From an optimization exercise on the open Yosys and OpenROAD flow, aimed at small area, a short achievable clock period and few clock cycles; shortcuts taken in it are not production practice. The RTL was checked by simulation tests, not by an equivalence proof against the original design.

Setup of oak:
// Riscv
module Riscv(
  input clk,
  input reset,
  input [31:0] instr,
  input [31:0] mem_read_data,
  output [31:0] instr_addr,
  output [31:0] data_addr,
  output should_read_mem,
  output should_write_mem,
  output [31:0] mem_write_data
);
  localparam [63:0] NAN  = 64'h8000000000000000;
  localparam [63:0] PINF = 64'h7fffffffffffffff;
  localparam [63:0] NINF = 64'h8000000000000001;
  reg [31:0] pc;                  
  reg [31:0] ir;                  
  reg [31:0] xpc;                 
  reg        xv;                  
  reg        xhit0, xhit1;        
  reg [11:0] bt_tag0, bt_tag1;
  reg [11:0] bt_tgt0, bt_tgt1;
  reg        bt_v0, bt_v1;
  reg        bt_lru;              
  reg [31:0] sel1, sel2;          
  reg i_load, i_flw, i_opimm, i_auipc, i_store, i_fsw, i_op, i_lui, i_br, i_jalr, i_jal;
  reg f_add, f_sub, f_mul, f_div, f_sgn, f_mm, f_cmp, f_cvtws, f_cvtsw, f_mvxw, f_mvwx;
  reg use_x1, use_x2, use_f1, use_f2, wr_x, wr_f, is_mul, alu_sub;
  reg        m_wi, m_wx;          
  reg        m_late;              
  reg        m_ld;                
  reg        m_cvt;               
  ...
For scale: roughly 19000 cells after synthesis, about 3800 flip-flops, roughly 160 I/O pins, ~220000 µm² of cells after synthesis.
==> flow/config.mk <==
export PLATFORM = sky130hd
export DESIGN_NAME = Riscv
export DESIGN_NICKNAME = Riscv
export VERILOG_FILES = /design/flow/design.v
export SDC_FILE = /design/flow/constraint.sdc
export NUM_CORES = 8
export LEC_CHECK = 0
export CAP_MARGIN = 20
export CORE_MARGIN = 2
export CORE_UTILIZATION = 30
export CTS_CLUSTER_DIAMETER = 100
export CTS_CLUSTER_SIZE = 20
export PLACE_DENSITY = 0.45
export SLEW_MARGIN = 20
export SYNTH_HIERARCHICAL = 1
export SYNTH_MINIMUM_KEEP_SIZE = 0
==> flow/constraint.sdc <==
create_clock -name core_clock -period 60.0 [get_ports {clk}]
set_input_delay 12.0000 -clock core_clock [delete_from_list [all_inputs] [get_ports {clk}]]
set_output_delay 12.0000 -clock core_clock [all_outputs]
set_load 0.01 [all_outputs]
standard.sh (not shown) runs the stock make flow with config.mk's settings and CLKGATE_MAP_FILE= SYNTH_SCRIPT=/design/flow/synth_recipe.tcl, a recipe that flattens the netlist after the stock synthesis.
==> flow/flow/run.sh <==
#!/bin/bash
set -euo pipefail
export SETUP_SLACK_MARGIN=46.8
bash standard.sh > standard.log 2>&1
Testbench counts of oak, summed over its fixed seeds: cycles 105,531.
#### Input delta (pine over oak)
--- a/flow/design.v
+++ b/flow/design.v
@@ -2001,28 +2001,30 @@
   wire        sh_fill = ir[30] & x1[31] & !sh_left;
   wire [31:0] sh_in, sh_out, sh_rev;
   genvar gi;
   generate
     for (gi = 0; gi < 32; gi = gi + 1) begin : rv
       assign sh_in[gi]  = sh_left ? x1[31 - gi] : x1[gi];
       assign sh_rev[gi] = sh_out[31 - gi];
     end
   endgenerate
   wire [63:0] sh_x = {{32{sh_fill}}, sh_in} >> bop[4:0];
   assign sh_out = sh_x[31:0];
   wire [63:0] mul_p;
+  wire [80:0] mul_t;
   reg [31:0] alu_res;
   always @* begin
     case (f3)
-      3'b000: alu_res = is_mul ? mul_p[31:0] : alu_sum;      
+      3'b000: alu_res = !is_mul ? alu_sum :                   
+                        (mul_ph == 2'd0) ? mul_t[47:16] : mul_t[31:0];
       3'b001: alu_res = sh_rev;
       3'b010: alu_res = {31'b0, alu_lt};
       3'b011: alu_res = {31'b0, alu_ltu};
       3'b100: alu_res = x1 ^ bop;
       3'b101: alu_res = sh_out;
       3'b110: alu_res = x1 | bop;
       default: alu_res = x1 & bop;
     endcase
   end
   wire [64:0] tgt_sx  = add64({32'b0, xpc}, {32'b0, i_br ? imm_b : i_jal ? imm_j : imm_u}, 1'b0);
   wire [31:0] tgt_sum = tgt_sx[31:0];
   reg br_taken;
@@ -2055,25 +2057,24 @@
   wire add_nan = a_nan | b_nan | (a_inf & b_inf);
   wire [63:0] add_res = add_nan ? NAN : add_sum;       
   wire [63:0] mul_a = is_mul ? {16'b0, x1, 16'b0} : a;
   reg  [17:0] mul_b;
   always @* begin
     case (mul_ph)
       2'd0:    mul_b = {2'b00, is_mul ? x2[15:0] : b[15:0]};
       2'd1:    mul_b = {2'b00, is_mul ? x2[31:16] : b[31:16]};
       2'd2:    mul_b = {2'b00, b[47:32]};
       default: mul_b = {b[63], b[63], b[63:48]};
     endcase
   end
-  wire [80:0] mul_t;
   BoothMul64x18 mul(.a(mul_a), .bm(mul_b), .acc(mul_ph == 2'd0 ? 65'b0 : mul_pl), .t(mul_t));
   assign mul_p = mul_t[63:0];
   wire mul_es  = (a_sign ^ b_sign) & !a_zero & !b_zero;
   wire mul_special = a_zero | b_zero | a_inf | b_inf;
   wire [63:0] mul_spec_res = (a_nan | b_nan | (a_inf & b_inf)) ? NAN :
                              (a_inf | b_inf) ? (mul_es ? PINF : NINF) : 64'b0;
   wire [63:0] sgn_res = (f3[1:0] == 2'b11) ? 64'b0 : add_sum;
   wire f_lt = (a_sign ^ b_sign) ? a_sign : add_sum[63];
   wire f_eq = add_sum == 64'b0;
   reg f_cmpr;
   always @* begin
     case (f3[1:0])
@@ -2122,25 +2123,25 @@
                      (i_fsw ? fp_ninf : fp_pinf)       ? 32'hff800000 :
                                                          {fp_sign, fp_exp, fn6[61:39]};
   wire [63:0] fpu_res = (f_add | f_sub) ? add_res :
                         f_mul           ? (mul_special ? mul_spec_res : mul_p) :   
                         f_div           ? div_res :
                         f_sgn           ? sgn_res :
                         f_mm            ? mm_res :
                                           cvtsw_res;
   wire [31:0] fpu_ires = f_cmp   ? {31'b0, f_cmpr} :
                          f_cvtws ? (ir[20] ? cvt_i32 : cvt_u32) :
                                    fp32;
   wire div_wait = f_div & !div_special & !d_done;
-  wire mul_wait = (f_mul & !mul_special & (mul_ph != 2'd3)) | (is_mul & (mul_ph != 2'd1));
+  wire mul_wait = (f_mul & !mul_special & (mul_ph != 2'd3)) | (is_mul & (mul_ph != 2'd1) & (x2[31:16] != 16'b0));
   wire stall    = xv & (haz | div_wait | mul_wait);
   wire commit   = xv & !stall;
   wire d_idle   = !d_pa & !d_pc & !d_busy & !d_done;
   wire launch   = xv & f_div & !div_special & !haz & d_idle;
   wire x_taken  = i_jal | i_jalr | (i_br & br_taken);
   wire [31:0] target = i_jalr ? alu_sum : tgt_sum;
   wire [31:0] xpc4 = xpc + 32'd4;
   wire xpred    = xhit0 | xhit1;
   wire mispred  = xpred ? (!x_taken | (target != pc)) : x_taken;
   wire redirect = commit & mispred;
   wire [31:0] next_pc = x_taken ? target : xpc4;
   wire f_hit0 = bt_v0 & (bt_tag0 == pc[13:2]);
Results
For pine and oak, there was not a single run that failed to finish clean. Share of the clock period used by the worst path of pine is on par with oak. Cell area, pine and oak: higher on pine. pine vs oak — final cell count without fillers rose 210. oak has a higher average wire length per cell after detail routing than pine. Number of fill cells in the layout of pine exceeds that of oak slightly. Between pine and oak, the critical path depth does not differ in any meaningful way. pine supports a lower top clock frequency than oak. Per the comparison of pine with oak, worst slack at placement has decreased; clock tree buffer depth has remained practically unchanged; via count has increased; max-capacitance violation count has remained practically unchanged; die area has increased.
Testbench counts of pine, summed over its fixed seeds: cycles 104,016.

-- afterwards: timing with drivers on the ports --
No port has a modelled driver above. Below, the same layouts with a new extraction and two added sets of constraints.
Step 1 (the two cells are an assumption about what drives the block):
set clk [get_ports {clk}]
set_driving_cell -lib_cell sky130_fd_sc_hd__clkbuf_16 $clk
set_driving_cell -lib_cell sky130_fd_sc_hd__buf_2 [delete_from_list [all_inputs] $clk]
Step 2 moves the port delays by t, midway between the first and last clock arrival at a register: inputs arrive t later, outputs are due t later. That takes back most of the time a late clock gives input paths.
a / b / c = no drivers / after step 1 / after step 2; a / b = the first two.
| run | t (ns) | setup WS [ns] | hold WS [ns] |
|---|---|---|---|
| oak | 1.234 | 46.308 / 46.146 / 45.917 | 0.363 / 0.363 / 0.363 |
| pine | 1.232 | 46.245 / 46.085 / 45.781 | 0.358 / 0.358 / 0.358 |
After both steps every run listed still meets setup and hold. The setup slack of pine, which loses most, moves by -0.160 ns with the drivers and by -0.464 ns with both steps. The worst setup slack also covers recovery checks on asynchronous resets.
